Optimization exercise on an open flow, not production practice. RTL: at most simulated, not proved equivalent. Power: default activity.

## config.mk

```make
export PLATFORM = sky130hd
export DESIGN_NAME = CPU
export DESIGN_NICKNAME = CPU
export VERILOG_FILES = /design/flow/design.v
export SDC_FILE = /design/flow/constraint.sdc
export NUM_CORES = 4
export LEC_CHECK = 0
export ABC_CLOCK_PERIOD_IN_PS = 1500
export CAP_MARGIN = 20
export CORE_MARGIN = 2
export CORE_UTILIZATION = 40
export PLACE_DENSITY = 0.6
export SETUP_SLACK_MARGIN = 4.0
export SLEW_MARGIN = 20
export SYNTH_HIERARCHICAL = 1
export TNS_END_PERCENT = 100
```

## constraint.sdc

```tcl
create_clock -name core_clock -period 6.0 [get_ports {in_clk}]
set_input_delay 1.2000 -clock core_clock [delete_from_list [all_inputs] [get_ports {in_clk}]]
set_output_delay 1.2000 -clock core_clock [all_outputs]
set_load 0.01 [all_outputs]
```

## design.v

```verilog
module register_1bit (
    input  wire [2:0] sel,
    input  wire [8:0] a0, a1, a2, a3, a4, a5, a6, a7,
    output reg  [8:0] y
);
    always @(*) begin
        case (sel)
            3'd0: y = a0;
            3'd1: y = a1;
            3'd2: y = a2;
            3'd3: y = a3;
            3'd4: y = a4;
            3'd5: y = a5;
            3'd6: y = a6;
            default: y = a7;
        endcase
    end
endmodule
module counter_9bit (
    input  wire       sa, sb, sc, sd,
    input  wire [8:0] a, b, c, d,
    output wire [8:0] y
);
    assign y = ({9{sa}} & a) | ({9{sb}} & b) | ({9{sc}} & c) | ({9{sd}} & d);
endmodule
module sel5h (
    input  wire       sa, sb, sc, sd, se,
    input  wire [8:0] a, b, c, d, e,
    output wire [8:0] y
);
    assign y = ({9{sa}} & a) | ({9{sb}} & b) | ({9{sc}} & c) | ({9{sd}} & d) | ({9{se}} & e);
endmodule
module mux_9to1 (
    input  wire       s,
    input  wire [8:0] a,
    input  wire [8:0] b,
    output wire [8:0] y
);
    assign y = s ? a : b;
endmodule
module addsub_9bit (
    input  wire [8:0] a,
    input  wire [8:0] b,
    input  wire       ci,
    output wire [8:0] s
);
    wire [8:0] p, g, c;
    ks_xor9 u_p (.a(a), .b(b), .y(p));
    ks_and9 u_g (.a(a), .b(b), .y(g));
    ks_tree u_c (.p(p), .g(g), .ci(ci), .c(c));
    ks_xor9 u_s (.a(p), .b(c), .y(s));
endmodule
module ks_xor9 (input wire [8:0] a, input wire [8:0] b, output wire [8:0] y);
    assign y = a ^ b;
endmodule
module ks_and9 (input wire [8:0] a, input wire [8:0] b, output wire [8:0] y);
    assign y = a & b;
endmodule
module ks_tree (
    input  wire [8:0] p,
    input  wire [8:0] g,
    input  wire       ci,
    output wire [8:0] c
);
    wire [9:0] p0 = {p, 1'b0};
    wire [9:0] g0 = {g, ci};
    wire [9:0] g1, p1, g2, p2, g4, p4, g8;
    genvar i;
    generate for (i = 0; i < 10; i = i + 1) begin : t
        if (i >= 1) begin
            assign g1[i] = g0[i] | (p0[i] & g0[i-1]);
            assign p1[i] = p0[i] & p0[i-1];
        end else begin
            assign g1[i] = g0[i]; assign p1[i] = p0[i];
        end
        if (i >= 2) begin
            assign g2[i] = g1[i] | (p1[i] & g1[i-2]);
            assign p2[i] = p1[i] & p1[i-2];
        end else begin
            assign g2[i] = g1[i]; assign p2[i] = p1[i];
        end
        if (i >= 4) begin
            assign g4[i] = g2[i] | (p2[i] & g2[i-4]);
            assign p4[i] = p2[i] & p2[i-4];
        end else begin
            assign g4[i] = g2[i]; assign p4[i] = p2[i];
        end
        if (i >= 8)
            assign g8[i] = g4[i] | (p4[i] & g4[i-8]);
        else
            assign g8[i] = g4[i];
    end endgenerate
    assign c = g8[8:0];
endmodule
module comparator (
    input  wire       s,
    input  wire [8:0] late,
    input  wire [8:0] other,
    output wire [8:0] y
);
    assign y = ({9{s}} & late) | other;
endmodule
module control_unit (
    input  wire [8:0]  a,
    input  wire [15:0] cv,     
    input  wire [79:0] ct,     
    output wire        hit
);
    wire [15:0] m;
    genvar i;
    generate for (i = 0; i < 16; i = i + 1) begin : l
        assign m[i] = cv[i] && ct[5*i +: 5] == a[8:4] && a[3:0] == i;
    end endgenerate
    assign hit = |m;
endmodule
module CPU(
	input wire [8:0] in_Din,
	input wire in_clk,
	input wire in_re,
	input wire in_run,
	output wire [8:0] out_Addr,
	output wire [8:0] out_Dout,
	output wire out_W
);
	localparam CN = 16, CB = 4;
	reg [8:0] FA;                   
	reg       IRV;                  
	reg       pld, pst, pjr, pj2;   
	reg       exr;                  
	reg [8:0] JT;                   
	reg [8:0] R0, R1, R2, R3, R4, R5, R6, G;
	reg [6:0] WEN;                  
	reg [8:0] RES;
	reg [8:0] RXS;                  
	reg       W;
	reg [8:0] DO;
	reg [2:0] rx, iy;
	reg       d_x7, d_mv, d_mvi, d_sub, d_as, d_ld, d_st, d_ldst, d_mvnz, d_halt;
	reg       d_mviu, d_mvic;       
	reg       d_wr, d_redu;         
	reg [8:0] OX, OY;               
	reg       FX;                   
	reg       FYo;                  
	reg [8:0] EPC;                  
	reg  [8:0] EPC1, EPC2;          
	wire [8:0] AFT = d_mvic ? EPC2 : EPC1;    
	reg        s_vy, s_im, s_f1;              
	reg [8:0] IMM;
	reg [2:0] LRX;                  
	reg          CV [0:CN-1];
	reg [8-CB:0] CT [0:CN-1];
	reg [8:0]    CD [0:CN-1];
	reg [8:0] FAO;
	assign out_Addr = FAO;
	assign out_Dout = DO;
	assign out_W    = W;
	wire [8:0] FA1 = FA + 9'd1;
	wire [8:0] FA2 = FA + 9'd2;
	wire [8:0] vx, vy;
	mux_9to1 u_vx  (.s(FX), .a(RES), .b(OX), .y(vx));
	mux_9to1 u_vy  (.s(FYo), .a(OY), .b(RXS), .y(vy));
	wire [8:0] sum;
	addsub_9bit u_alu (.a(vx), .b(vy), .ci(d_sub), .s(sum));
	reg        GNZ;
	wire       gnz = GNZ;
	wire [8:0] zc = {vx[7:0] | vy[7:0], d_sub};
	wire       s_nz = ((vx ^ vy) != zc);
	wire e_wr    = exr && (d_wr || (d_mvnz && gnz));    
	wire e_wen   = e_wr && !d_x7;
	wire e_j     = e_wr && d_x7;
	wire e_ldst  = exr && d_ldst;
	wire e_halt  = exr && d_halt;
	wire e_mviu  = exr && d_mviu;
	wire e_mvic  = exr && d_mvic;
	wire e_as    = exr && d_as;
	wire use_e   = !exr ? (pld || pst || pjr || pj2) : (d_redu || (d_x7 && d_mvnz && gnz));
	wire [8:0] e_oth =
		({9{exr && (d_mv || d_mvnz)}} & vy) |
		({9{e_mvic}} & IMM) |
		({9{e_mviu || pld}} & in_Din);
	wire       r_hold = !in_run || pst;
	wire [8:0] res_d;
	comparator u_res (.s(e_as && !r_hold), .late(sum), .other(r_hold ? RES : e_oth), .y(res_d));
	wire       g_en = in_run && e_as;
	wire [8:0] g_d;
	comparator u_g (.s(g_en && !in_re), .late(sum), .other((in_re || g_en) ? 9'd0 : G), .y(g_d));
	wire [2:0] dop = in_Din[8:6];
	wire [2:0] dx  = in_Din[5:3];
	wire [2:0] dy  = in_Din[2:0];
	wire [8:0] C0 = WEN[0] ? RES : R0;
	wire [8:0] C1 = WEN[1] ? RES : R1;
	wire [8:0] C2 = WEN[2] ? RES : R2;
	wire [8:0] C3 = WEN[3] ? RES : R3;
	wire [8:0] C4 = WEN[4] ? RES : R4;
	wire [8:0] C5 = WEN[5] ? RES : R5;
	wire [8:0] C6 = WEN[6] ? RES : R6;
	wire [8:0] OXn, OYn;
	register_1bit u_ox (.sel(dx), .a0(C0), .a1(C1), .a2(C2), .a3(C3), .a4(C4), .a5(C5), .a6(C6), .a7(FA), .y(OXn));
	register_1bit u_oy (.sel(dy), .a0(C0), .a1(C1), .a2(C2), .a3(C3), .a4(C4), .a5(C5), .a6(C6), .a7(FA), .y(OYn));
	wire [8:0] RESP1 = RES + 9'd1;
	reg  [8:0] RESP1R;
	reg        RP1V;
	reg  [8:0] IMMP1;                        
	reg  [8:0] RP0, RP1, RP2, RP3, RP4, RP5, RP6;    
	reg  [6:0] rxo;                          
	reg        d_wrn7, d_nzn7;               
	wire       e_wen7 = exr && (d_wrn7 || (d_nzn7 && gnz));
	reg  [6:0] fwr, hzr, nzr;
	wire [6:0] fw = fwr;
	wire [6:0] hz = hzr | (nzr & {7{gnz}}) | (WEN & {7{!RP1V}} & ~fw);
	wire [8:0] Q0, Q1, Q2, Q3, Q4, Q5, Q6;
	counter_9bit u_q0 (.sa(1'b0), .sb(fw[0]), .sc(!fw[0] && WEN[0]), .sd(!fw[0] && !WEN[0]), .a(9'd0), .b(IMMP1), .c(RESP1R), .d(RP0), .y(Q0));
	counter_9bit u_q1 (.sa(1'b0), .sb(fw[1]), .sc(!fw[1] && WEN[1]), .sd(!fw[1] && !WEN[1]), .a(9'd0), .b(IMMP1), .c(RESP1R), .d(RP1), .y(Q1));
	counter_9bit u_q2 (.sa(1'b0), .sb(fw[2]), .sc(!fw[2] && WEN[2]), .sd(!fw[2] && !WEN[2]), .a(9'd0), .b(IMMP1), .c(RESP1R), .d(RP2), .y(Q2));
	counter_9bit u_q3 (.sa(1'b0), .sb(fw[3]), .sc(!fw[3] && WEN[3]), .sd(!fw[3] && !WEN[3]), .a(9'd0), .b(IMMP1), .c(RESP1R), .d(RP3), .y(Q3));
	counter_9bit u_q4 (.sa(1'b0), .sb(fw[4]), .sc(!fw[4] && WEN[4]), .sd(!fw[4] && !WEN[4]), .a(9'd0), .b(IMMP1), .c(RESP1R), .d(RP4), .y(Q4));
	counter_9bit u_q5 (.sa(1'b0), .sb(fw[5]), .sc(!fw[5] && WEN[5]), .sd(!fw[5] && !WEN[5]), .a(9'd0), .b(IMMP1), .c(RESP1R), .d(RP5), .y(Q5));
	counter_9bit u_q6 (.sa(1'b0), .sb(fw[6]), .sc(!fw[6] && WEN[6]), .sd(!fw[6] && !WEN[6]), .a(9'd0), .b(IMMP1), .c(RESP1R), .d(RP6), .y(Q6));
	wire [7:0] y_ok = {1'b0, ~hz};
	wire       g_ok = gnz && !e_as;
	wire [8:0] QJ;
	register_1bit u_qj (.sel(dy), .a0(Q0), .a1(Q1), .a2(Q2), .a3(Q3), .a4(Q4), .a5(Q5), .a6(Q6), .a7(Q6), .y(QJ));
	wire       j_mv = dx == 3'd7 && dop == 3'b000;
	wire       j_nz = dx == 3'd7 && dop == 3'b110 && g_ok;
	wire f_j  = (j_mv || j_nz) && y_ok[dy];
	wire [CB-1:0] l_idx = FA[CB-1:0];
	wire [CN-1:0]   cvv;
	wire [5*CN-1:0] ctv;
	genvar gl;
	generate for (gl = 0; gl < CN; gl = gl + 1) begin : lk
		assign cvv[gl] = CV[gl];
		assign ctv[5*gl +: 5] = CT[gl];
	end endgenerate
	wire          l_hit;
	control_unit u_hit (.a(FA), .cv(cvv), .ct(ctv), .hit(l_hit));
	wire f_mvic = dop == 3'b001 && l_hit;
	wire [8:0] FAS;
	mux_9to1 u_fas (.s(f_mvic), .a(FA2), .b(FA1), .y(FAS));
	wire f_jq = f_j;    
	reg n_irv, n_pld, n_pst, n_pjr, n_pj2, n_w, tk, tk_hold, ld_fwd;
	always @(*) begin
		n_irv = IRV; n_pld = pld; n_pst = pst; n_pjr = pjr; n_pj2 = pj2; n_w = 1'b0;
		tk = 1'b0; tk_hold = 1'b0; ld_fwd = 1'b0;
		if (in_re) begin
			n_irv = 1'b0; n_pld = 1'b0; n_pst = 1'b0; n_pjr = 1'b0; n_pj2 = 1'b0;
		end else if (pst) begin
			n_pst = 1'b0;
		end else if (in_run) begin
			if (pld) begin
				n_pld = 1'b0;
				if (LRX == 3'd7) begin
					n_pjr = 1'b1; n_irv = 1'b0;
				end else
					ld_fwd = 1'b1;
			end else if (pjr) begin
				n_pjr = 1'b0; n_pj2 = 1'b1;
			end else if (pj2) begin
				n_pj2 = 1'b0;
			end else if (e_halt) begin
			end else if (e_ldst) begin
				n_pld = d_ld; n_pst = d_st; n_w = d_st;
				tk = 1'b1; tk_hold = 1'b1; n_irv = 1'b1;
			end else if (e_j) begin
				n_irv = 1'b0;
				if (!d_mvic) n_pjr = 1'b1;
			end else if (e_mviu) begin
				n_irv = 1'b0;
			end else begin
				tk = 1'b1; n_irv = !f_j;
			end
		end
	end
	wire       n_exr  = n_irv && !n_pld && !n_pst && !n_pjr && !n_pj2;
	wire       n_mvic = tk ? (dop == 3'b001 && f_mvic) : d_mvic;
	wire [6:0] n_rxo  = tk ? ((7'd1 << dx) & 7'h7f) : rxo;
	wire       n_wrn7 = tk ? (dx != 3'd7 && (dop == 3'b000 || dop == 3'b001 || dop[2:1] == 2'b01)) : d_wrn7;
	wire       n_nzn7 = tk ? (dx != 3'd7 && dop == 3'b110) : d_nzn7;
	always @(posedge in_clk) begin
		IRV <= n_irv; pld <= n_pld; pst <= n_pst; pjr <= n_pjr; pj2 <= n_pj2; W <= n_w;
		exr <= n_exr;
		fwr <= {7{n_exr && n_mvic}} & n_rxo;
		hzr <= {7{n_exr && n_wrn7 && !n_mvic}} & n_rxo;
		nzr <= {7{n_exr && n_nzn7}} & n_rxo;
		if (pjr) JT <= RES + 9'd1;
	end
	wire [8:0] EA = pj2 ? JT : AFT;
	wire [8:0] EB, EADDR;
	wire [8:0] va;
	mux_9to1 u_va (.s(FYo), .a(OY), .b(RES), .y(va));
	counter_9bit u_eb (.sa(s_vy), .sb(1'b0), .sc(s_im), .sd(s_f1),
	                   .a(va), .b(9'd0), .c(IMMP1), .d(FA1), .y(EB));
	mux_9to1 u_ea (.s(exr), .a(EB), .b(EA), .y(EADDR));
	wire       go   = !in_re && (in_run || pst);
	wire [8:0] fa_d;
	sel5h u_fa (.sa(!in_re && !(in_run || pst)), .sb(go && use_e),
	            .sc(go && !use_e && f_jq), .sd(go && !use_e && !f_jq && f_mvic),
	            .se(go && !use_e && !f_jq && !f_mvic),
	            .a(FA), .b(EADDR), .c(QJ), .d(FA2), .e(FA1), .y(fa_d));
	wire [8:0] fa_do;
	sel5h u_fao (.sa(!in_re && !(in_run || pst)), .sb(go && use_e),
	             .sc(go && !use_e && f_jq), .sd(go && !use_e && !f_jq && f_mvic),
	             .se(go && !use_e && !f_jq && !f_mvic),
	             .a(FA), .b(EADDR), .c(QJ), .d(FA2), .e(FA1), .y(fa_do));
	always @(posedge in_clk) begin
		FA <= fa_d;
		FAO <= fa_do;
	end
	reg          FV;
	reg [8:0]    FP, FD;
	always @(posedge in_clk) begin
		FV <= !in_re && in_run && !pst && e_mviu;
		FP <= EPC;
		FD <= in_Din;
	end
	integer k;
	always @(posedge in_clk) begin
		if (in_re) begin
			for (k = 0; k < CN; k = k + 1) CV[k] <= 1'b0;
		end else if (FV) begin
			CV[FP[CB-1:0]] <= 1'b1;
		end
	end
	always @(posedge in_clk) begin
		if (FV) begin
			CT[FP[CB-1:0]] <= FP[8:CB];
			CD[FP[CB-1:0]] <= FD;
		end
	end
	always @(posedge in_clk) begin
		if (in_re) begin
			R0 <= 9'd0; R1 <= 9'd0; R2 <= 9'd0; R3 <= 9'd0;
			R4 <= 9'd0; R5 <= 9'd0; R6 <= 9'd0;
			RP0 <= 9'd1; RP1 <= 9'd1; RP2 <= 9'd1; RP3 <= 9'd1;
			RP4 <= 9'd1; RP5 <= 9'd1; RP6 <= 9'd1;
		end else begin
			if (WEN[0]) begin R0 <= RES; RP0 <= RESP1; end
			if (WEN[1]) begin R1 <= RES; RP1 <= RESP1; end
			if (WEN[2]) begin R2 <= RES; RP2 <= RESP1; end
			if (WEN[3]) begin R3 <= RES; RP3 <= RESP1; end
			if (WEN[4]) begin R4 <= RES; RP4 <= RESP1; end
			if (WEN[5]) begin R5 <= RES; RP5 <= RESP1; end
			if (WEN[6]) begin R6 <= RES; RP6 <= RESP1; end
		end
	end
	always @(posedge in_clk) begin
		if (in_re) GNZ <= 1'b0;
		else if (g_en) GNZ <= s_nz;
	end
	wire [8:0] valp1 =
		({9{exr && (d_mv || d_mvnz)}} & (vy + 9'd1)) |
		({9{e_mvic}} & IMMP1) |
		({9{e_mviu || pld}} & (in_Din + 9'd1));
	always @(posedge in_clk) begin
		if (!r_hold) begin
			RESP1R <= valp1;
			RP1V <= !e_as;
		end
	end
	always @(posedge in_clk) begin
		RES <= res_d;
		RXS <= res_d ^ {9{tk ? dop == 3'b011 : d_sub}};
		G <= g_d;
	end
	always @(posedge in_clk) begin
		if (in_re || !in_run || pst) WEN <= 7'd0;
		else if (pld) WEN <= (7'd1 << LRX) & 7'h7f;
		else if (e_wen) WEN <= (7'd1 << rx) & 7'h7f;
		else WEN <= 7'd0;
	end
	always @(posedge in_clk) begin
		if (tk) begin
			rx <= dx; iy <= dy; d_x7 <= dx == 3'd7;
			d_mv <= dop == 3'b000; d_mvi <= dop == 3'b001;
			d_sub <= dop == 3'b011; d_as <= dop[2:1] == 2'b01;
			d_ld <= dop == 3'b100; d_st <= dop == 3'b101; d_ldst <= dop[2:1] == 2'b10;
			d_mvnz <= dop == 3'b110; d_halt <= dop == 3'b111;
			d_mviu <= dop == 3'b001 && !f_mvic;
			d_mvic <= dop == 3'b001 && f_mvic;
			d_wr <= dop == 3'b000 || dop == 3'b001 || dop[2:1] == 2'b01;
			d_redu <= dop == 3'b111 || dop[2:1] == 2'b10 || (dop == 3'b001 && !f_mvic) ||
			          (dx == 3'd7 && (dop == 3'b000 || dop == 3'b001 || dop[2:1] == 2'b01));
			OX <= OXn; OY <= OYn ^ {9{dop == 3'b011}};
			EPC <= FA; EPC1 <= FA1; EPC2 <= FA2;
			s_vy <= dop[2:1] == 2'b10;
			s_im <= dx == 3'd7 && dop == 3'b001 && f_mvic;
			s_f1 <= !(dop[2:1] == 2'b10) && !(dx == 3'd7 && dop == 3'b001 && f_mvic);
			IMM <= CD[l_idx]; IMMP1 <= CD[l_idx] + 9'd1;
			rxo <= (7'd1 << dx) & 7'h7f;
			d_wrn7 <= dx != 3'd7 && (dop == 3'b000 || dop == 3'b001 || dop[2:1] == 2'b01);
			d_nzn7 <= dx != 3'd7 && dop == 3'b110;
		end
		if (tk && tk_hold) begin
			FX <= 1'b0; FYo <= 1'b1;
		end else if (tk) begin
			FX <= e_wen && rx == dx;
			FYo <= !(e_wen && rx == dy);
		end else if (ld_fwd) begin
			FX <= rx == LRX;
			FYo <= iy != LRX;
		end
		if (!in_re && in_run && !pst && e_ldst) begin
			LRX <= rx; DO <= vx;
		end
	end
endmodule
```

## run.sh

```bash
#!/bin/bash
# synth_recipe.tcl (not shown) runs the flow's synth.tcl, then flattens the netlist and writes it again
# the make line also repeats each setting of config.mk as NAME=value (left out here)
make -C /OpenROAD-flow-scripts/flow DESIGN_CONFIG=/design/flow/config.mk WORK_HOME=/design/flow/orfs CLKGATE_MAP_FILE= SYNTH_SCRIPT=/design/flow/synth_recipe.tcl finish
```

==> results by group, run 1 <==
Global routing
  – Initial antenna violation count: 1
  – Grt peak-use layer: met2
  – Grt total ovfl: 0
  – First-pass GRT wire length: 138,000 um
  – Largest net degree at the start of global routing: 85
  – Total track usage: 25.9%
  – GR Util met2: 40.4%
  – Vias in the first global route: 20,700
  – Met3 Track Usage GR: 4.73%
  – GR Util met1: 34.7%

Logic synthesis
  – Syn Std Cell Area: 28,000 um^2
  – Synthesized area per cell: 11.8 um^2
  – Syn. warnings: 8
  – Synth Instances: 2,370

Route
  – Final ANT Viol Nets: 0
  – Via Count: 21,500
  – DRT iter0 DRCs: 2,372
  – Final wirelength: 95,900 um
  – Per-cell routed wire length: 26.2 um
  – DR DRC count: 0
  – First-pass detailed-route iteration total: 9
  – Via density: 5.88

Setup path
  – CP Class: in -> reg
  – Crit end category: register
  – Crit path required time: 6.49 ns
  – Flop-to-flop setup slack: 3.38 ns
  – Worst-path maximum fanout: 10
  – Startpoint Class: primary input
  – CP arrival: 3.12 ns

STA
  – Final setup vio count: 0
  – Slew of the pin with the lowest slew margin: 1.09 ns
  – Fmax: 0.380 GHz
  – Slew HR: 27.1%
  – Fin crit period: 2.63 ns
  – TNS Setup: 0 ns
  – Crit share post-route: 43.8%
  – Layout Skew: 0.0295 ns
  – Hold Fails Final Rpt: 0
  – RSZ-0062 raised after global routing: yes
  – Final Max Slew Viols: 0

Placement
  – GP Congestion: 0.901
  – Detail Placement HPWL: 55,700 um
  – Number of buffers added on ports: 30

Finish
  – Max FFs per register: 144
  – Synth-to-Final Area Change: 30.2%
  – Fill cell count: 5,716
  – Nets@finish: 2,700
  – Share of cells above drive strength 1: 32.9%
  – Final Core Density: 52.9%

Clock network
  – CTS tree: yes
  – CTS max path bufs: 3
  – Total clock buffers created by CTS: 66
  – CTS root buffer: clkbuf_16
  – H-tree levels: 3
  – Clk pin slew, worst setup/hold paths: 0.06 ns
  – Worst-skew pair later-pin latency: 0.61 ns
  – Clock sinks: 581

Power and ir drop
  – Worst ir drop on vdd: 0.000174 V
  – Leakage power: 0.0132 uW
  – Pwr Density: 290 nW/um^2

Min path
  – HP Class: reg -> reg

Floorplanning
  – Core area: 68,900 um^2
  – Die X: 269 um
  – Die area: 72,100 um^2
  – Row cnt: 96
  – Die height: 269 um
  – Ports: 31
  – Initial Utilization: 40.6%

Flow run
  – Max cap viols: 0

Outcome
  – Status: no timing/DRC/antenna violations
[where the power goes]
part / total (uW) / switching, uW / leakage [uW] / internal, uW
Clock: 3990 / 1660 / 0.00103 / 2320
Sequential: 4550 / 193 / 0.00508 / 4360
Combinational: 2040 / 1070 / 0.00709 / 972
[stage by stage]
| stage | cell area, um^2 | total power [uW] | cells | worst slack, ns | hold WS [ns] |
|---|---|---|---|---|---|
| floorplan | 29000 | 5490 | 2449 | 2.64 | 0.323 |
| global placement | 29300 | 5860 | 3280 | 1.81 | 0.325 |
| CTS | 35000 | 10400 | 3573 | 3.44 | 0.335 |
| global route | 36400 | 10900 | 3655 | 3.29 | 0.342 |
| finish | 36400 | 10600 | 3656 | 3.37 | 0.339 |
| detailed placement | 29300 | 5880 | 3280 | 1.78 | 0.327 |
[final timing paths]
kind,startpoint,end,cells after the start
max,in_Din[0],FA[3],11
min,EPC[3],FP[3],0
max reg2reg,FA[7],FA[3],14
min reg2reg,EPC[3],FP[3],0
[critical path, stage by stage]
cell      delay (ns)
buf_16          0.12
a211o_1         0.22
a211o_1         0.23
a311o_1         0.40
nor2_4          0.15
buf_6           0.12
buf_6           0.10
nor3_4          0.05
buf_6           0.16
a222oi_1        0.25
nand2_1         0.10
[cell type report]
cell class	instances	area, um^2	area share, %
diodes	1	2.50	0.00687
clock buffers	86	1820	5.01
clock inverters	32	280	0.769
inverters	61	253	0.694
multi-input cells	1629	13400	36.9
flip-flops and latches	581	15100	41.5
well taps	931	1160	3.20
repair buffers	334	4350	11.9
repair inverters	1	8.76	0.0240
[layer usage]
layer  vias up  wire length (um)
met5         -                 0
met4         0              5260
met3       269              8120
met2      1131             43600
met1     10700             38900
li1       9375                 -
[cell usage in the layout, fill, tap and decap left out, drive strengths merged, types with 18 or more instances in the layout]
cell,n
nand3,43
buf,314
xor2,53
a22oi,191
edfxtp,336
conb,80
a211oi,54
xnor2,125
inv,64
mux2,103
nor2,193
clkinv,24
a21oi,98
mux2i,33
mux4,36
nand2,159
nand4,33
and2,26
a222oi,23
o21ai,42
nor3,22
o22a,18
clkbuf,97
dfxtp,245
nand2b,21
a221oi,46
nor2b,91
[what timing repair did]
action | CTS | global route
setup endpoints to repair | 413 | 292
hold buffers | 0 | 0
setup buffers | 147 | 70
pin swaps | 94 | 75
gates resized for setup | 456 | 136
gates cloned | 28 | 12
Testbench counts, summed over its fixed seeds: cycles 16,059.
==> run 2, diff against run 1 <==
--- a/design.v
+++ b/design.v
@@ -209,3 +209,3 @@
 	wire [6:0] fw = fwr;
-	wire [6:0] hz = hzr | (nzr & {7{gnz}}) | (WEN & {7{!RP1V}} & ~fw);
+	wire [6:0] hz = (hzr & ~fw) | (nzr & {7{gnz}}) | (WEN & {7{!RP1V}} & ~fw);
 	wire [8:0] Q0, Q1, Q2, Q3, Q4, Q5, Q6;
@@ -281,3 +281,3 @@
 		fwr <= {7{n_exr && n_mvic}} & n_rxo;
-		hzr <= {7{n_exr && n_wrn7 && !n_mvic}} & n_rxo;
+		hzr <= {7{n_exr && n_wrn7}} & n_rxo;
 		nzr <= {7{n_exr && n_nzn7}} & n_rxo;
@@ -293,12 +293,12 @@
 	wire       go   = !in_re && (in_run || pst);
-	wire [8:0] fa_d;
-	sel5h u_fa (.sa(!in_re && !(in_run || pst)), .sb(go && use_e),
-	            .sc(go && !use_e && f_jq), .sd(go && !use_e && !f_jq && f_mvic),
-	            .se(go && !use_e && !f_jq && !f_mvic),
-	            .a(FA), .b(EADDR), .c(QJ), .d(FA2), .e(FA1), .y(fa_d));
-	wire [8:0] fa_do;
-	sel5h u_fao (.sa(!in_re && !(in_run || pst)), .sb(go && use_e),
-	             .sc(go && !use_e && f_jq), .sd(go && !use_e && !f_jq && f_mvic),
-	             .se(go && !use_e && !f_jq && !f_mvic),
-	             .a(FA), .b(EADDR), .c(QJ), .d(FA2), .e(FA1), .y(fa_do));
+	wire       m_im = go && !use_e && dop == 3'b001;
+	wire [8:0] fa_r, fa_ro, fa_d, fa_do;
+	counter_9bit u_far (.sa(!in_re && !(in_run || pst)), .sb(go && use_e),
+	                    .sc(go && !use_e && f_jq), .sd(go && !use_e && !f_jq),
+	                    .a(FA), .b(EADDR), .c(QJ), .d(FA1), .y(fa_r));
+	mux_9to1 u_fa (.s(m_im && l_hit), .a(FA2), .b(fa_r), .y(fa_d));
+	counter_9bit u_faro (.sa(!in_re && !(in_run || pst)), .sb(go && use_e),
+	                     .sc(go && !use_e && f_jq), .sd(go && !use_e && !f_jq),
+	                     .a(FA), .b(EADDR), .c(QJ), .d(FA1), .y(fa_ro));
+	mux_9to1 u_fao (.s(m_im && l_hit), .a(FA2), .b(fa_ro), .y(fa_do));
 	always @(posedge in_clk) begin
==> run 2 against run 1 <==
Net effect: global-route usage up 0.48 points; synthesized area rose by 0.72%; largest power group unchanged; critical path depth fell by 1; worst hold slack better by 0.0027 ns; clock skew up 0.013 ns; count of clock-buffer cells in the layout rose by 6; utilization decreased by 0.36 points; highest routed layer is now met5; non-clock buffer count down 36; still clean on timing, DRC and antenna; fmax shrank 6.0%.
==> results by group, run 2 <==
Power and ir drop
  – Worst ir drop on vdd: 0.000213 V (+22%)
  – Pwr Density: 292 nW/um^2 (+0.59%)
  – Leakage power: 0.0133 uW (+0.75%)

Finish
  – Nets@finish: 2,695 (-0.19%)
  – Fill cell count: 5,853 (+2.4%)
  – Commonest non-fill, non-tap cell in the layout: edfxtp_1
  – Commonest non-fill, non-tap cells in the layout: edfxtp_1 (336), dfxtp_1 (203), a22oi_1 (170)
  – Final Instance Area: 36,700 um^2 (+0.71%)
  – Max FFs per register: 144 (unchanged)
  – Share of cells above drive strength 1: 34.8% (+1.9 points)
  – Ant diodes: 0 (-1)
  – Synth-to-Final Area Change: 30.2% (about the same)

STA
  – Slew HR: 40.2% (+13 points)
  – Fmax: 0.358 GHz (-6.0%)
  – Slew of the pin with the lowest slew margin: 0.896 ns (-0.197 ns)
  – Final setup margin: 3.20 ns (-0.168 ns)
  – Layout Skew: 0.0428 ns (+0.0133 ns)
  – RSZ-0062 raised after global routing: yes
  – Hold Fails Final Rpt: 0 (unchanged)
  – Crit share post-route: 46.6% (+2.8 points)
  – Final Max Slew Viols: 0 (unchanged)
  – Final setup vio count: 0 (unchanged)
  – TNS Setup: 0 ns (unchanged)
  – Fin crit period: 2.80 ns (+0.168 ns)

Clock network
  – Clk pin slew, worst setup/hold paths: 0.06 ns (about the same)
  – Clock sinks: 581 (unchanged)
  – CTS tree: yes
  – CTS max path bufs: 3 (unchanged)
  – Total clock buffers created by CTS: 67 (+1.5%)
  – CTS Hold Bufs: 0 (unchanged)
  – H-tree levels: 3 (unchanged)
  – CTS root buffer: clkbuf_16
  – Worst-skew pair later-pin latency: 0.65 ns (+0.04 ns)

Setup path
  – Top cell by count, worst path: buf_6
  – Worst-path maximum fanout: 6 (-4)
  – Startpoint Class: primary input
  – Crit-path slowest cell: or4_4
  – CP Class: in -> reg
  – CP arrival: 3.33 ns (+0.21 ns)
  – CP Cell Sequence: buf_8, or3b_4, or4_4, a31oi_4, buf_12, buf_6, buf_6, a21o_4, nand4_4, nor4_4
  – Crit path required time: 6.54 ns (+0.05 ns)
  – Worst path max stage delay: 0.44 ns (+0.04 ns)
  – Crit end category: register
  – Flop-to-flop setup slack: 3.26 ns (-0.12 ns)

Route
  – Via density: 5.90 (+0.44%)
  – First-pass detailed-route iteration total: 6 (-3)
  – Per-cell routed wire length: 26.8 um (+2.2%)
  – DRT iter0 DRCs: 2,547 (+7.4%)
  – DR DRC count: 0 (unchanged)
  – Final wirelength: 98,200 um (+2.4%)
  – Final ANT Viol Nets: 0 (unchanged)
  – Via Count: 21,600 (+0.66%)

Outcome
  – Status: no timing/DRC/antenna violations

Min path
  – HP Class: reg -> reg

Logic synthesis
  – Syn Std Cell Area: 28,200 um^2 (+0.72%)
  – Synthesized area per cell: 11.8 um^2 (-0.50%)
  – Syn. warnings: 8 (unchanged)
  – Synth Instances: 2,399 (+1.2%)

Placement
  – DP Worst Slack: 1.53 ns (-0.242 ns)
  – Detail Placement HPWL: 56,800 um (+2.1%)
  – GP Congestion: 0.930 (+3.2%)
  – Number of buffers added on ports: 30 (unchanged)
  – Placement Cell Area: 29,600 um^2 (+1.1%)

Global routing
  – Grt total ovfl: 0 (unchanged)
  – Initial antenna violation count: 1 (unchanged)
  – Vias in the first global route: 21,500 (+4.0%)
  – Largest net degree at the start of global routing: 80 (-5.9%)
  – First-pass GRT wire length: 143,000 um (+4.3%)
  – Total track usage: 26.4% (+0.48 points)

Floorplanning
  – Initial Utilization: 40.3% (-0.27 points)
  – Row cnt: 97 (+1.0%)
  – Core area: 69,900 um^2 (+1.4%)
  – Ports: 31 (unchanged)
  – Die height: 269 um (+0.35%)
  – Die area: 72,600 um^2 (+0.71%)
  – Die X: 269 um (+0.35%)

Flow run
  – Max cap viols: 0 (unchanged)
-- run 2: stage by stage --
step,std cells,hold slack (ns),utilization (%),total power [uW]
2_1_floorplan,2478,0.323,-,5470
3_3_place_gp,3321,0.325,42.4,5850
3_5_place_dp,3321,0.331,42.4,5870
4_1_cts,3617,0.345,51.2,10600
5_1_grt,3664,0.353,52.5,11000
6_report,3664,0.342,52.5,10700
-- run 2: final timing paths --
check         start     end  depth (start not counted)
min reg2reg  EPC[4]   FP[4]                          0
min          EPC[4]   FP[4]                          0
max          in_run  hzr[5]                         10
max reg2reg     pld  hzr[5]                          9
-- run 2: what timing repair did --
item	in CTS	in global routing
setup buffers	131	46
gates cloned	41	1
pin swaps	91	63
gates resized for setup	531	104
setup endpoints to repair	312	267
-- run 2: final cells by class --
type	instances	area [um^2]	area share, %
Timing Repair Buffer	298	3960	10.8
Clock buffer	92	1920	5.24
Clock inverter	32	375	1.02
Timing Repair inverter	1	6.26	0.0170
Multi-Input combinational cell	1658	13900	37.9
Tap cell	940	1180	3.20
Sequential cell	581	15100	41.1
Inverter	62	245	0.668
-- run 2: power breakdown --
part | internal (uW) | switching [uW] | total [uW]
combinational | 890 | 1010 | 1900
clock | 2460 | 1780 | 4240
sequential | 4360 | 219 | 4580
total | 7710 | 3000 | 10700
-- run 2: worst max-delay path, delay by kind of cell --
family          cells  cell delay [ns]
buf+inv             4             0.41
compound gates      2             0.40
simple gates        4             1.31
-- run 2: per-layer routing --
| layer | GRT usage [%] | routed length (um) |
|---|---|---|
| met5 | 0 | 29 |
| met4 | 13.5 | 4990 |
| met3 | 4.47 | 7700 |
| met2 | 42.0 | 45500 |
| met1 | 34.8 | 40000 |
Testbench counts of run 2, summed over its fixed seeds: cycles 16,059.
==> run 3, diff against run 2 <==
--- a/design.v
+++ b/design.v
@@ -1 +1,10 @@
+module register_9bit #(parameter W = 9) (
+    input  wire         re,
+    input  wire         h,
+    input  wire [W-1:0] q,
+    input  wire [W-1:0] g,
+    output wire [W-1:0] y
+);
+    assign y = {W{!re}} & (h ? q : g);
+endmodule
 module register_1bit (
@@ -239,46 +248,48 @@
 	wire f_jq = f_j;    
-	reg n_irv, n_pld, n_pst, n_pjr, n_pj2, n_w, tk, tk_hold, ld_fwd;
+	reg n_irv, n_pld, n_pst, n_pjr, n_pj2, n_w, tk_g, tk_hold, ld_fwd_g;
 	always @(*) begin
 		n_irv = IRV; n_pld = pld; n_pst = pst; n_pjr = pjr; n_pj2 = pj2; n_w = 1'b0;
-		tk = 1'b0; tk_hold = 1'b0; ld_fwd = 1'b0;
-		if (in_re) begin
-			n_irv = 1'b0; n_pld = 1'b0; n_pst = 1'b0; n_pjr = 1'b0; n_pj2 = 1'b0;
-		end else if (pst) begin
+		tk_g = 1'b0; tk_hold = 1'b0; ld_fwd_g = 1'b0;
+		if (pst) begin
 			n_pst = 1'b0;
-		end else if (in_run) begin
-			if (pld) begin
-				n_pld = 1'b0;
-				if (LRX == 3'd7) begin
-					n_pjr = 1'b1; n_irv = 1'b0;
-				end else
-					ld_fwd = 1'b1;
-			end else if (pjr) begin
-				n_pjr = 1'b0; n_pj2 = 1'b1;
-			end else if (pj2) begin
-				n_pj2 = 1'b0;
-			end else if (e_halt) begin
-			end else if (e_ldst) begin
-				n_pld = d_ld; n_pst = d_st; n_w = d_st;
-				tk = 1'b1; tk_hold = 1'b1; n_irv = 1'b1;
-			end else if (e_j) begin
-				n_irv = 1'b0;
-				if (!d_mvic) n_pjr = 1'b1;
-			end else if (e_mviu) begin
-				n_irv = 1'b0;
-			end else begin
-				tk = 1'b1; n_irv = !f_j;
-			end
+		end else if (pld) begin
+			n_pld = 1'b0;
+			if (LRX == 3'd7) begin
+				n_pjr = 1'b1; n_irv = 1'b0;
+			end else
+				ld_fwd_g = 1'b1;
+		end else if (pjr) begin
+			n_pjr = 1'b0; n_pj2 = 1'b1;
+		end else if (pj2) begin
+			n_pj2 = 1'b0;
+		end else if (e_halt) begin
+		end else if (e_ldst) begin
+			n_pld = d_ld; n_pst = d_st; n_w = d_st;
+			tk_g = 1'b1; tk_hold = 1'b1; n_irv = 1'b1;
+		end else if (e_j) begin
+			n_irv = 1'b0;
+			if (!d_mvic) n_pjr = 1'b1;
+		end else if (e_mviu) begin
+			n_irv = 1'b0;
+		end else begin
+			tk_g = 1'b1; n_irv = !f_j;
 		end
 	end
+	wire c_hold = !in_run && !pst;
+	wire tk     = !in_re && !c_hold && tk_g;
+	wire ld_fwd = !in_re && !c_hold && ld_fwd_g;
 	wire       n_exr  = n_irv && !n_pld && !n_pst && !n_pjr && !n_pj2;
-	wire       n_mvic = tk ? (dop == 3'b001 && f_mvic) : d_mvic;
-	wire [6:0] n_rxo  = tk ? ((7'd1 << dx) & 7'h7f) : rxo;
-	wire       n_wrn7 = tk ? (dx != 3'd7 && (dop == 3'b000 || dop == 3'b001 || dop[2:1] == 2'b01)) : d_wrn7;
-	wire       n_nzn7 = tk ? (dx != 3'd7 && dop == 3'b110) : d_nzn7;
+	wire       n_mvic = tk_g ? (dop == 3'b001 && f_mvic) : d_mvic;
+	wire [6:0] n_rxo  = tk_g ? ((7'd1 << dx) & 7'h7f) : rxo;
+	wire       n_wrn7 = tk_g ? (dx != 3'd7 && (dop == 3'b000 || dop == 3'b001 || dop[2:1] == 2'b01)) : d_wrn7;
+	wire       n_nzn7 = tk_g ? (dx != 3'd7 && dop == 3'b110) : d_nzn7;
+	wire [26:0] c_q = {IRV, pld, pst, pjr, pj2, exr, fwr, hzr, nzr};
+	wire [26:0] c_g = {n_irv, n_pld, n_pst, n_pjr, n_pj2, n_exr,
+	                   {7{n_exr && n_mvic}} & n_rxo, {7{n_exr && n_wrn7}} & n_rxo,
+	                   {7{n_exr && n_nzn7}} & n_rxo};
+	wire [26:0] c_d;
+	register_9bit #(.W(27)) u_ctl (.re(in_re), .h(c_hold), .q(c_q), .g(c_g), .y(c_d));
 	always @(posedge in_clk) begin
-		IRV <= n_irv; pld <= n_pld; pst <= n_pst; pjr <= n_pjr; pj2 <= n_pj2; W <= n_w;
-		exr <= n_exr;
-		fwr <= {7{n_exr && n_mvic}} & n_rxo;
-		hzr <= {7{n_exr && n_wrn7}} & n_rxo;
-		nzr <= {7{n_exr && n_nzn7}} & n_rxo;
+		{IRV, pld, pst, pjr, pj2, exr, fwr, hzr, nzr} <= c_d;
+		W <= !in_re && in_run && n_w;
 		if (pjr) JT <= RES + 9'd1;
==> run 3 against run 2 <==
Net effect: utilization down 0.62 points; routed wire length down 0.88%; clock power down 4%; total power up 4.7%; critical endpoint is now fwr[3].
==> results by group, run 3 <==
Logic synthesis
  – Synth Instances: 2,437 (+1.6%)
  – Syn. warnings: 8 (unchanged)
  – Syn Std Cell Area: 28,800 um^2 (+2.0%)
  – Synthesized area per cell: 11.8 um^2 (+0.45%)

STA
  – Final setup vio count: 0 (unchanged)
  – TNS Setup: 0 ns (unchanged)
  – Fmax: 0.378 GHz (+5.7%)
  – Slew of the pin with the lowest slew margin: 1.07 ns (+0.174 ns)
  – Layout Skew: 0.0568 ns (+0.0140 ns)
  – Final Max Slew Viols: 0 (unchanged)
  – Slew HR: 28.7% (-12 points)
  – Final setup margin: 3.35 ns (+0.151 ns)
  – Fin crit period: 2.65 ns (-0.151 ns)
  – RSZ-0062 raised after global routing: yes
  – Crit share post-route: 44.1% (-2.5 points)
  – Hold Fails Final Rpt: 0 (unchanged)

Outcome
  – Status: no timing/DRC/antenna violations

Placement
  – GP Congestion: 0.926 (-0.46%)
  – DP Worst Slack: 1.58 ns (+0.0486 ns)
  – Number of buffers added on ports: 30 (unchanged)
  – Detail Placement HPWL: 56,800 um (-0.16%)

Finish
  – Final Core Density: 51.9% (-0.62 points)
  – Synth-to-Final Area Change: 28.7%
  – Commonest non-fill, non-tap cells in the layout: edfxtp_1 (346), dfxtp_1 (190), nor2_1 (180)
  – Share of cells above drive strength 1: 33.5% (-1.3 points)
  – Nets@finish: 2,736 (+1.5%)
  – Commonest non-fill, non-tap cell in the layout: edfxtp_1
  – Max FFs per register: 144 (unchanged)
  – Ant diodes: 0 (unchanged)

Clock network
  – Worst-skew pair later-pin latency: 0.68 ns (+0.03 ns)
  – Total clock buffers created by CTS: 61 (-9.0%)
  – CTS max path bufs: 3 (unchanged)
  – Clock sinks: 582 (+0.17%)
  – CTS tree: yes
  – Clk pin slew, worst setup/hold paths: 0.07 ns (about the same)
  – CTS root buffer: clkbuf_16
  – H-tree levels: 2 (-1)

Floorplanning
  – Core area: 71,400 um^2 (+2.1%)
  – Row cnt: 98 (+1.0%)
  – Die height: 272 um (+1.0%)
  – Initial Utilization: 40.3% (about the same)
  – Ports: 31 (unchanged)
  – Die X: 272 um (+1.0%)
  – Die area: 74,100 um^2 (+2.0%)

Route
  – Via Count: 21,800 (+0.70%)
  – Final wirelength: 97,400 um (-0.88%)
  – Via density: 5.87 (-0.63%)
  – Per-cell routed wire length: 26.2 um (-2.2%)
  – DR DRC count: 0 (unchanged)
  – DRT iter0 DRCs: 2,335 (-8.3%)
  – Final ANT Viol Nets: 0 (unchanged)
  – First-pass detailed-route iteration total: 7 (+1)

Setup path
  – Startpoint Class: register
  – Crit path required time: 6.52 ns (-0.02 ns)
  – CP arrival: 3.16 ns (-0.17 ns)
  – CP Class: reg -> reg
  – Crit end category: register
  – Worst-path maximum fanout: 14 (+8)

Global routing
  – Initial antenna violation count: 0 (-1)
  – Largest net degree at the start of global routing: 106 (+33%)
  – Vias in the first global route: 20,900 (-2.6%)
  – Total track usage: 25.0% (-1.4 points)
  – Grt total ovfl: 0 (unchanged)
  – First-pass GRT wire length: 138,000 um (-3.6%)

Power and ir drop
  – Combinational power share: 22.2% (+4.5 points)
  – Clock Power Share: 36.4% (-3.2 points)
  – Sw Share: 28.6% (+0.58 points)
  – Flop pwr share: 41.3% (-1.4 points)
  – Power Total: 11,200 uW (+4.7%)
  – P_sw: 3210 uW (+6.9%)
  – Pwr Density: 303 nW/um^2 (+3.8%)
  – Worst ir drop on vdd: 0.000307 V (+44%)
  – Pint: 8010 uW (+3.9%)
  – Leakage power: 0.0135 uW (+1.1%)

Flow run
  – Max cap viols: 0 (unchanged)

Min path
  – HP Class: reg -> reg
==> run 3: area by class of cell <==
cell class,instances,area [um^2]
Clock inverter,34,504
Sequential cell,582,15200
Clock buffer,82,1690
Fill cell,5907,34300
Timing Repair Buffer,318,4090
Inverter,55,244
Multi-Input combinational cell,1692,14100
Tap cell,950,1190
==> run 3: path summary, 6_finish.rpt <==
kind / start / to / slack (ns) / cells past startpoint
max: FA[4] / fwr[3] / 3.35 / 15
min reg2reg: EPC[6] / FP[6] / 0.34 / 0
min: EPC[6] / FP[6] / 0.34 / 0
max reg2reg: FA[4] / fwr[3] / 3.35 / 15
==> run 3: metal layers <==
metal	GRT usage, %	share of wire, %	vias to the layer above
met5	0	0	-
met4	10.3	4.9	0
met3	3.72	7.3	272
met2	40.0	46	1053
met1	34.0	42	10900
li1	-	-	9524
==> run 3: timing repair <==
| item | in CTS | in global routing |
|---|---|---|
| setup endpoints to repair | 394 | 263 |
| setup buffers | 146 | 51 |
| gates resized for setup | 477 | 141 |
| hold endpoints to repair | 0 | 0 |
| gates cloned | 27 | 9 |
| hold buffers | 0 | 0 |
| pin swaps | 52 | 53 |
==> run 3: critical path: stages (launching register included) <==
cell      delay [ns]
dfxtp_4         0.36
buf_12          0.14
buf_16          0.17
xnor2_1         0.14
nand4_1         0.11
nor2_1          0.06
nor4_1          0.30
nand4_1         0.16
buf_6           0.17
nand3b_1        0.22
inv_2           0.08
a22oi_2         0.13
or2_4           0.23
nor2_2          0.05
mux2i_1         0.15
nor2_1          0.05
==> run 3: per-stage QoR <==
step / instances / instance area (um^2) / hold slack (ns)
floorplan: 2516 / 29800 / 0.323
global placement: 3363 / 30100 / 0.330
detailed placement: 3364 / 30200 / 0.332
CTS: 3653 / 35800 / 0.336
global route: 3713 / 37000 / 0.345
finish: 3713 / 37000 / 0.344
==> run 3: power groups by stage <==
stage / Sequential, uW / Combinational (uW) / Clock, uW
final: 4640 / 2500 / 4090
after global routing: 4640 / 2590 / 4280
after CTS: 4640 / 2120 / 4120
after detailed placement: 4780 / 1460 / 0
after global placement: 4770 / 1440 / 0
after floorplan: 4580 / 1160 / 0
Testbench counts of run 3, summed over its fixed seeds: cycles 16,059.
==> run 4, diff against run 3 <==
--- a/design.v
+++ b/design.v
@@ -217,3 +217,3 @@
 	reg  [6:0] fwr, hzr, nzr;
-	wire [6:0] fw = fwr;
+	wire [6:0] fw = fwr & {7{d_mvic}};
 	wire [6:0] hz = (hzr & ~fw) | (nzr & {7{gnz}}) | (WEN & {7{!RP1V}} & ~fw);
@@ -281,3 +281,3 @@
 	wire       n_exr  = n_irv && !n_pld && !n_pst && !n_pjr && !n_pj2;
-	wire       n_mvic = tk_g ? (dop == 3'b001 && f_mvic) : d_mvic;
+	wire       n_mvi  = tk_g ? (dop == 3'b001) : d_mvi;
 	wire [6:0] n_rxo  = tk_g ? ((7'd1 << dx) & 7'h7f) : rxo;
@@ -287,3 +287,3 @@
 	wire [26:0] c_g = {n_irv, n_pld, n_pst, n_pjr, n_pj2, n_exr,
-	                   {7{n_exr && n_mvic}} & n_rxo, {7{n_exr && n_wrn7}} & n_rxo,
+	                   {7{n_exr && n_mvi}} & n_rxo, {7{n_exr && n_wrn7}} & n_rxo,
 	                   {7{n_exr && n_nzn7}} & n_rxo};
==> run 4 against run 3 <==
Net effect: cell count rose by 0.97%; design area barely moved; sequential share of layout area barely moved; largest power group unchanged; utilization fell by 0.20 points; combinational power fell by 8.0%; via count rose by 1.5%; die area rose by 0.85%; count of clock-buffer cells in the layout rose by 12; flip-flop and latch count rose by 1; synthesized area rose by 0.87%; synthesized cell count rose by 1.2%; largest cell class unchanged; sequential power barely moved.
==> results by group, run 4 <==
STA
  – Final setup vio count: 0 (unchanged)
  – Hold_ws: 0.336 ns (-0.00843 ns)
  – TNS Setup: 0 ns (unchanged)
  – Slew of the pin with the lowest slew margin: 0.940 ns (-0.130 ns)
  – Hold Fails Final Rpt: 0 (unchanged)
  – Final setup margin: 3.36 ns (+0.00998 ns)
  – Crit share post-route: 43.9% (-0.17 points)
  – Slew HR: 37.3% (+8.7 points)
  – Layout Skew: 0.0257 ns (-0.0311 ns)
  – Fin crit period: 2.64 ns (-0.00998 ns)
  – RSZ-0062 raised after global routing: yes
  – Fmax: 0.379 GHz (+0.38%)
  – Final Max Slew Viols: 0 (unchanged)

Clock network
  – Clk pin slew, worst setup/hold paths: 0.06 ns (about the same)
  – CTS root buffer: clkbuf_16
  – CTS tree: yes
  – Worst-skew pair later-pin latency: 0.63 ns (-0.05 ns)
  – CTS max path bufs: 3 (unchanged)
  – H-tree levels: 3 (+1)
  – Clock sinks: 583 (+0.17%)
  – CTS Hold Bufs: 0 (unchanged)
  – Total clock buffers created by CTS: 67 (+9.8%)

Power and ir drop
  – Clock Power Share: 36.7% (+0.3 points)
  – Flop pwr share: 42.3% (+1.0 points)
  – Pwr Density: 296 nW/um^2 (-2.2%)
  – Pint: 7790 uW (-2.7%)
  – P_sw: 3180 uW (-1.1%)
  – Worst ir drop on vdd: 0.000203 V (-34%)
  – Leakage power: 0.0135 uW (+0.18%)
  – Combinational power share: 21.0% (-1.2 points)
  – Sw Share: 29.0% (+0.33 points)

Floorplanning
  – Die height: 273 um (+0.42%)
  – Core area: 71,600 um^2 (+0.34%)
  – Ports: 31 (unchanged)
  – Die area: 74,700 um^2 (+0.85%)
  – Initial Utilization: 40.5% (+0.21 points)
  – Row cnt: 98 (unchanged)
  – Die X: 273 um (+0.42%)

Finish
  – Fill cell count: 6,067 (+2.7%)
  – Synth-to-Final Area Change: 27.5%
  – Commonest non-fill, non-tap cells in the layout: edfxtp_1 (347), dfxtp_1 (201), nor2_1 (191)
  – Storage cell area: 15,200 um^2 (about the same)
  – Area of the multi-input gates: 14,200 um^2 (+0.67%)
  – Commonest non-fill, non-tap cell in the layout: edfxtp_1
  – Share of cells above drive strength 1: 33.4% (-0.11 points)
  – Nets@finish: 2,769 (+1.2%)
  – Max FFs per register: 144 (unchanged)

Global routing
  – Vias in the first global route: 21,100 (+0.97%)
  – First-pass GRT wire length: 140,000 um (+1.4%)
  – Largest net degree at the start of global routing: 75 (-29%)
  – Total track usage: 25.2% (+0.21 points)
  – Initial antenna violation count: 5 (+5)
  – Grt total ovfl: 0 (unchanged)

Setup path
  – Startpoint Class: primary input
  – Crit-path slowest cell: o31a_1
  – Worst-path maximum fanout: 6 (-8)
  – Worst path max stage delay: 0.28 ns (-0.08 ns)
  – Crit end category: register
  – CP Cell Sequence: buf_12, buf_12, a21boi_4, a22oi_2, o221ai_2, o31a_1, nand3_4, and2_4, a22oi_2, nand2_1, mux2_4
  – CP top delay family: compound AO/OA/AOI/OAI gates
  – Crit path required time: 6.50 ns (-0.02 ns)
  – CP Class: in -> reg
  – Flop-to-flop setup slack: 3.40 ns (+0.05 ns)
  – CP arrival: 3.14 ns (-0.02 ns)
  – WP buf/inv: 2 (-2)

Route
  – First-pass detailed-route iteration total: 8 (+1)
  – DRT iter0 DRCs: 2,573 (+10%)
  – Via density: 5.90 (+0.49%)
  – DR DRC count: 0 (unchanged)
  – Via Count: 22,100 (+1.5%)
  – Final ANT Viol Nets: 0 (unchanged)
  – Final wirelength: 99,100 um (+1.8%)
  – Per-cell routed wire length: 26.4 um (+0.79%)

Logic synthesis
  – Synth Instances: 2,466 (+1.2%)
  – Synthesized area per cell: 11.8 um^2 (-0.32%)
  – Syn. warnings: 8 (unchanged)
  – Syn Std Cell Area: 29,000 um^2 (+0.87%)

Placement
  – DP Worst Slack: 1.71 ns (+0.132 ns)
  – Detail Placement HPWL: 56,800 um (about the same)
  – Number of buffers added on ports: 30 (unchanged)
  – GP Congestion: 0.932 (+0.69%)

Outcome
  – Status: no timing/DRC/antenna violations

Min path
  – HP Class: reg -> reg

Flow run
  – Max cap viols: 0 (unchanged)
[run 4: through the flow]
stage | total power (uW) | area (um^2) | util, % | std cells
2_1_floorplan | 5810 | 30000 | - | 2545
3_3_place_gp | 6250 | 30300 | 42.3 | 3391
3_5_place_dp | 6280 | 30300 | 42.3 | 3392
4_1_cts | 10700 | 35300 | 49.2 | 3651
5_1_grt | 11300 | 37000 | 51.7 | 3746
6_report | 11000 | 37000 | 51.7 | 3749
[run 4: what timing repair did]
item / in CTS / in global routing
pin swaps: 47 / 103
setup endpoints to repair: 350 / 276
buffers inserted: 99 / 81
cloned: 38 / 14
gates resized for setup: 438 / 200
[run 4: routing by layer]
layer	up-vias	part of all wire [%]	track usage, %
li1	9639	-	-
met1	11000	40	33.1
met2	1129	46	40.1
met3	289	8.1	4.11
met4	0	5.8	13.2
met5	-	0	0
[run 4: area by class of cell]
| cell class | count | share of cell area, % |
|---|---|---|
| Sequential cell | 583 | 41.2 |
| Multi-Input combinational cell | 1719 | 38.3 |
| Clock buffer | 94 | 5.06 |
| Clock inverter | 28 | 0.730 |
| Timing Repair inverter | 3 | 0.0609 |
| Timing Repair Buffer | 306 | 10.7 |
| Tap cell | 950 | 3.21 |
| Antenna cell | 3 | 0.0203 |
| Inverter | 63 | 0.801 |
[run 4: worst register-to-register path, cell delays in order, from the launching register on]
cell and delay, ns:
edfxtp_1 0.44, buf_12 0.18, nand2_4 0.11, inv_6 0.06, buf_4 0.12, a22oi_1 0.15
nand2_1 0.08, or2_1 0.22, a22o_1 0.21, a31oi_2 0.21, a32oi_2 0.20, a22oi_2 0.19
nand2_1 0.06, mux2_4 0.26
[run 4: path summary, 6_finish.rpt]
| kind | from | end | cells past startpoint |
|---|---|---|---|
| setup reg to reg | d_mvic | FA[8] | 13 |
| hold reg to reg | EPC[8] | FP[8] | 0 |
| hold / removal | EPC[8] | FP[8] | 0 |
| setup / recovery | in_Din[0] | FAO[0] | 11 |
[run 4: power by group through the flow]
stage               Sequential (uW)  Combinational [uW]  Clock [uW]
finish                         4640                2300        4020
global route                   4650                2410        4230
CTS                            4640                2010        4070
detailed placement             4730                1550           0
global placement               4720                1530           0
floorplan                      4570                1250           0
Testbench counts of run 4, summed over its fixed seeds: cycles 16,059.
==> run 5, diff against run 4 <==
--- a/config.mk
+++ b/config.mk
@@ -11,2 +11,3 @@
 export CORE_UTILIZATION = 40
+export GPL_ROUTABILITY_DRIVEN = 0
 export PLACE_DENSITY = 0.6
==> run 5 against run 4 <==
Net effect: still clean; via count increased by 0.20%; critical path depth unchanged; worst hold slack about the same; largest power group unchanged; highest routed layer is now met5.
==> results by group, run 5 <==
Floorplanning
  – Die area: 74,700 um^2 (unchanged)
  – Row cnt: 98 (unchanged)
  – Die X: 273 um (unchanged)
  – Core area: 71,600 um^2 (unchanged)
  – Ports: 31 (unchanged)
  – Die height: 273 um (unchanged)
  – Initial Utilization: 40.5% (unchanged)

Route
  – First-pass detailed-route iteration total: 7 (-1)
  – DRT iter0 DRCs: 2,427 (-5.7%)
  – Final ANT Viol Nets: 0 (unchanged)
  – Via density: 5.91 (+0.18%)
  – DR DRC count: 0 (unchanged)
  – Final wirelength: 98,300 um (-0.74%)
  – Per-cell routed wire length: 26.2 um (-0.77%)
  – Via Count: 22,100 (+0.20%)

Power and ir drop
  – Worst ir drop on vdd: 0.000257 V (+27%)
  – Power Total: 10,900 uW (-0.21%)
  – Pwr Density: 294 nW/um^2 (-0.73%)
  – Leakage power: 0.0136 uW (+0.84%)

Min path
  – Worst Hold Path Cells: 0 (unchanged)
  – Hold EP: FP[6]
  – Worst Min Path Start: EPC[6]
  – HP Class: reg -> reg

Global routing
  – Grt total ovfl: 0 (unchanged)
  – Largest net degree at the start of global routing: 70 (-6.7%)
  – First-pass GRT wire length: 140,000 um (+0.24%)
  – Initial antenna violation count: 4 (-1)
  – Total track usage: 25.2% (-0.038 points)
  – Vias in the first global route: 21,300 (+0.89%)

STA
  – Crit share post-route: 43.9% (about the same)
  – Hold Fails Final Rpt: 0 (unchanged)
  – TNS Setup: 0 ns (unchanged)
  – Fmax: 0.380 GHz (about the same)
  – Slew of the pin with the lowest slew margin: 0.882 ns (-0.0581 ns)
  – Fin crit period: 2.63 ns (-0.00245 ns)
  – Final Max Slew Viols: 0 (unchanged)
  – Slew HR: 41.2% (+3.9 points)
  – Final setup vio count: 0 (unchanged)
  – RSZ-0062 raised after global routing: yes
  – Final setup margin: 3.37 ns (+0.00245 ns)
  – Layout Skew: 0.0397 ns (+0.0140 ns)

Clock network
  – CTS root buffer: clkbuf_16
  – CTS max path bufs: 3 (unchanged)
  – Clk pin slew, worst setup/hold paths: 0.06 ns (about the same)
  – Clock sinks: 583 (unchanged)
  – CTS tree: yes
  – H-tree levels: 3 (unchanged)
  – Total clock buffers created by CTS: 67 (unchanged)
  – Worst-skew pair later-pin latency: 0.64 ns (about the same)

Placement
  – DP Worst Slack: 1.60 ns (-0.118 ns)
  – Number of buffers added on ports: 30 (unchanged)
  – DP Cell Count: 3,389 (-0.088%)
  – Detail Placement HPWL: 55,900 um (-1.6%)

Setup path
  – R2r worst-path depth: 11 (-2)
  – CP arrival: 3.15 ns (about the same)
  – Crit end category: register
  – CP Cell Sequence: buf_6, nor2b_4, nand2_1, nor4_2, nor4_2, nand4_1, buf_6, and2_4, and2_4, clkbuf_16, mux2_4
  – Worst path max stage delay: 0.48 ns (+0.20 ns)
  – FF-to-FF End: FA[2]
  – Flop-to-flop setup slack: 3.37 ns (-0.03 ns)
  – CP Class: reg -> reg
  – Crit path required time: 6.51 ns (about the same)
  – Crit. Startpoint: FA[0]
  – Worst-path maximum fanout: 6 (unchanged)
  – Startpoint Class: register
  – Crit-path slowest cell: dfxtp_4
  – RR Startpoint: FA[0]

Logic synthesis
  – Synthesized area per cell: 11.8 um^2 (unchanged)
  – Synth Instances: 2,466 (unchanged)
  – Syn. warnings: 8 (unchanged)
  – Syn Std Cell Area: 29,000 um^2 (unchanged)

Flow run
  – Max cap viols: 0 (unchanged)

Finish
  – Share of cells above drive strength 1: 33.8% (+0.42 points)
  – Commonest non-fill, non-tap cells in the layout: edfxtp_1 (347), dfxtp_1 (202), nor2_1 (178)
  – Synth-to-Final Area Change: 28.2%
  – Final Non-Filler Cells: 3,750 (+0.027%)
  – Fill cell count: 5,983 (-1.4%)
  – Max FFs per register: 144 (unchanged)
  – Commonest non-fill, non-tap cell in the layout: edfxtp_1
  – Nets@finish: 2,768 (-0.036%)

Outcome
  – Status: no timing/DRC/antenna violations
[run 5: what timing repair did]
action	4_1_cts	5_1_grt
hold buffers	0	0
buffers inserted	130	56
pin swaps	88	90
setup endpoints to repair	330	247
gates cloned	35	13
gates resized for setup	481	164
[run 5: area by class of cell]
cell class | instances | area, um^2 | share of cell area (%)
diodes | 3 | 7.51 | 0.0202
clock buffers | 93 | 1820 | 4.90
clock inverters | 31 | 314 | 0.844
inverters | 63 | 297 | 0.797
multi-input cells | 1714 | 14200 | 38.3
flip-flops and latches | 583 | 15200 | 41.0
well taps | 950 | 1190 | 3.19
repair buffers | 311 | 4080 | 11.0
repair inverters | 2 | 15.0 | 0.0404
[run 5: how the worst max path moves through the flow]
stage / to / slack [ns] / depth (start not counted)
floorplan: EPC1[0] / 2.72 / 4
global placement: FA[1] / 1.73 / 10
detailed placement: FA[1] / 1.60 / 10
CTS: FA[8] / 3.48 / 12
global route: FA[2] / 3.34 / 11
finish: FA[2] / 3.37 / 11
[run 5: report_power, final]
group / total [uW] / leakage, uW / internal [uW] / switching (uW)
clock: 3970 / 0.00104 / 2220 / 1750
sequential: 4650 / 0.00511 / 4400 / 249
combinational: 2320 / 0.00744 / 1090 / 1230
total: 10900 / 0.0136 / 7710 / 3230
[run 5: metal layers]
| metal | global-route usage, % | vias to the layer above | routed length, um |
|---|---|---|---|
| met5 | 0 | - | 26 |
| met2 | 39.3 | 1196 | 44300 |
| met1 | 33.2 | 11000 | 39900 |
| li1 | - | 9647 | - |
| met3 | 4.60 | 296 | 8530 |
| met4 | 13.8 | 4 | 5590 |
[run 5: worst max-delay path, delay by kind of cell (launching register included)]
kind	cells	cell delay [ns]
AND/OR/NAND/NOR	7	1.25
buffers and inverters	3	0.48
flip-flops	1	0.48
multiplexers	1	0.30
[run 5: per-stage QoR]
stage	hold slack (ns)	utilization, %	cell area, um^2
2_1_floorplan	0.323	-	30000
3_3_place_gp	0.324	42.3	30300
3_5_place_dp	0.327	42.3	30300
4_1_cts	0.332	49.9	35700
5_1_grt	0.336	51.9	37200
6_report	0.336	52.0	37200
==> run 6, diff against run 5 <==
--- a/design.v
+++ b/design.v
@@ -103,2 +103,5 @@
 endmodule
+module ks_inc9 (input wire [8:0] a, output wire [8:0] y);
+    assign y = a + 9'd1;
+endmodule
 module comparator (
@@ -212,2 +215,7 @@
 	reg  [8:0] IMMP1;                        
+	wire [8:0] CDP [0:CN-1];
+	genvar gc;
+	generate for (gc = 0; gc < CN; gc = gc + 1) begin : cdp
+		ks_inc9 u_inc (.a(CD[gc]), .y(CDP[gc]));
+	end endgenerate
 	reg  [8:0] RP0, RP1, RP2, RP3, RP4, RP5, RP6;    
@@ -397,3 +405,3 @@
 			s_f1 <= !(dop[2:1] == 2'b10) && !(dx == 3'd7 && dop == 3'b001 && f_mvic);
-			IMM <= CD[l_idx]; IMMP1 <= CD[l_idx] + 9'd1;
+			IMM <= CD[l_idx]; IMMP1 <= CDP[l_idx];
 			rxo <= (7'd1 << dx) & 7'h7f;
--- a/config.mk
+++ b/config.mk
@@ -11,3 +11,2 @@
 export CORE_UTILIZATION = 40
-export GPL_ROUTABILITY_DRIVEN = 0
 export PLACE_DENSITY = 0.6
==> run 6 against run 5 <==
Net effect: critical path depth fell by 1; clock skew fell by 0.016 ns; clock power rose by 9.8%; synthesized cell count rose by 16%; flip-flop and latch count did not move.
==> results by group, run 6 <==
Power and ir drop
  – Leakage power: 0.0154 uW (+13%)
  – Pwr Density: 273 nW/um^2 (-7.2%)
  – Power Total: 11,400 uW (+4.0%)
  – Worst ir drop on vdd: 0.000292 V (+13%)

Setup path
  – CP Cell Sequence: buf_4, and3b_2, and3_1, o21ai_2, a41oi_4, and4b_4, buf_12, a22oi_2, nand2_1, mux2_4
  – CP top delay family: simple AND/OR/NAND/NOR gates
  – Crit-path slowest cell: and3b_2
  – CP arrival: 3.17 ns (+0.02 ns)
  – Crit path required time: 6.50 ns (about the same)
  – Worst path max stage delay: 0.28 ns (-0.20 ns)
  – Worst-path maximum fanout: 16 (+10)
  – Crit end category: register
  – CP Class: in -> reg

Global routing
  – First-pass GRT wire length: 169,000 um (+21%)
  – GR Util met2: 45.5% (+6.2 points)
  – Vias in the first global route: 25,100 (+17%)
  – Met3 Track Usage GR: 4.88% (+0.28 points)
  – Initial antenna violation count: 1 (-3)
  – Total track usage: 27.8% (+2.6 points)
  – Grt total ovfl: 0 (unchanged)
  – Grt peak-use layer: met2
  – GR Util met1: 36.0% (+2.8 points)
  – Largest net degree at the start of global routing: 101 (+44%)

STA
  – Layout Skew: 0.0236 ns (-0.0161 ns)
  – Hold Fails Final Rpt: 0 (unchanged)
  – Final Max Slew Viols: 0 (unchanged)
  – Fmax: 0.374 GHz (-1.5%)
  – Crit share post-route: 44.6% (+0.69 points)
  – TNS Setup: 0 ns (unchanged)
  – Hold_ws: 0.340 ns (+0.00379 ns)
  – Final setup vio count: 0 (unchanged)
  – Slew HR: 26.5% (-15 points)
  – RSZ-0062 raised after global routing: yes
  – Slew of the pin with the lowest slew margin: 1.10 ns (+0.218 ns)

Finish
  – Synth-to-Final Area Change: 30.7%
  – Area of the multi-input gates: 17,500 um^2 (+23%)
  – Share of cells above drive strength 1: 34.9% (+1.1 points)
  – Commonest non-fill, non-tap cells in the layout: edfxtp_1 (347), nor2_1 (233), buf_4 (226)
  – Nets@finish: 3,266 (+18%)
  – Storage cell area: 15,200 um^2 (about the same)
  – Commonest non-fill, non-tap cell in the layout: edfxtp_1
  – Fill cell count: 6,646 (+11%)
  – Max FFs per register: 144 (unchanged)

Floorplanning
  – Die X: 286 um (+4.8%)
  – Core area: 79,000 um^2 (+10%)
  – Die height: 286 um (+4.8%)
  – Die area: 82,100 um^2 (+9.8%)
  – Initial Utilization: 40.4% (-0.12 points)
  – Ports: 31 (unchanged)

Route
  – Via Count: 26,100 (+18%)
  – Final ANT Viol Nets: 0 (unchanged)
  – First-pass detailed-route iteration total: 6 (-1)
  – Per-cell routed wire length: 27.5 um (+5.0%)
  – DR DRC count: 0 (unchanged)
  – Final wirelength: 119,000 um (+21%)

Placement
  – Detail Placement HPWL: 70,900 um (+27%)
  – Number of buffers added on ports: 30 (unchanged)

Logic synthesis
  – Syn Std Cell Area: 31,900 um^2 (+10%)
  – Synthesized area per cell: 11.1 um^2 (-5.4%)
  – Synth Instances: 2,867 (+16%)
  – Syn. warnings: 8 (unchanged)

Clock network
  – Clk pin slew, worst setup/hold paths: 0.06 ns (about the same)
  – Worst-skew pair later-pin latency: 0.63 ns (about the same)
  – CTS tree: yes
  – H-tree levels: 3 (unchanged)
  – CTS root buffer: clkbuf_16
  – Clock sinks: 583 (unchanged)
  – CTS max path bufs: 3 (unchanged)

Outcome
  – Status: no timing/DRC/antenna violations

Min path
  – HP Class: reg -> reg

Flow run
  – Max cap viols: 0 (unchanged)
[run 6: changes by cell type in the layout (fill, tap and decap cells not counted), sizes merged, moves of 13 or more]
cell	delta
nand3	+64
a211oi	+14
nand2	+23
ha	+18
xnor2	+42
nor2	+55
xor2	+63
and3	+16
inv	+13
mux4	+14
nand4	+20
buf	+89
[run 6: path summary, 6_finish.rpt]
| check | startpoint | to | slack (ns) | depth (start not counted) |
|---|---|---|---|---|
| max | in_Din[6] | FA[8] | 3.32 | 10 |
| min | EPC[4] | FP[4] | 0.34 | 0 |
| max reg2reg | d_mvic | FA[8] | 3.36 | 13 |
| min reg2reg | EPC[4] | FP[4] | 0.34 | 0 |
[run 6: cell type report]
| type | instances | area share, % |
|---|---|---|
| diodes | 1 | 0.00600 |
| clock buffers | 92 | 4.67 |
| clock inverters | 34 | 0.930 |
| inverters | 76 | 0.750 |
| multi-input cells | 2086 | 41.9 |
| flip-flops and latches | 583 | 36.5 |
| well taps | 1050 | 3.15 |
| repair buffers | 404 | 12.0 |
| repair inverters | 3 | 0.0540 |
[run 6: stage by stage]
step | worst slack, ns | util (%) | std cells | cell area (um^2)
2_1_floorplan | 0.748 | - | 2946 | 33000
3_3_place_gp | 1.70 | 42.3 | 3877 | 33400
3_5_place_dp | 1.58 | 42.3 | 3877 | 33400
4_1_cts | 3.40 | 50.3 | 4211 | 39800
5_1_grt | 3.29 | 52.8 | 4328 | 41700
6_report | 3.32 | 52.8 | 4329 | 41700
[run 6: timing repair]
item	4_1_cts	5_1_grt
pin swaps	100	90
endpoints found under the setup margin	378	244
cloned	34	14
gates resized for setup	505	167
setup buffers	174	103
[run 6: report_power, final]
| part | switching [uW] | internal, uW |
|---|---|---|
| logic | 1280 | 1080 |
| registers | 256 | 4410 |
| clock network | 1770 | 2590 |
| total | 3300 | 8080 |
[run 6: worst reg2reg max path, delay by kind of cell (launching register included)]
family	cells	cell delay (ns)
flip-flops	1	0.44
AND/OR/NAND/NOR	3	0.26
buffers and inverters	4	0.67
multiplexers	2	0.54
AO/OA/AOI/OAI	4	0.60
[run 6: per-layer routing]
metal / share of wire (%) / wire length, um
met5: 0 / 0
met3: 8.6 / 10300
met1: 39 / 46800
met4: 5.5 / 6590
met2: 47 / 55400
Testbench counts of run 6, summed over its fixed seeds: cycles 16,059.
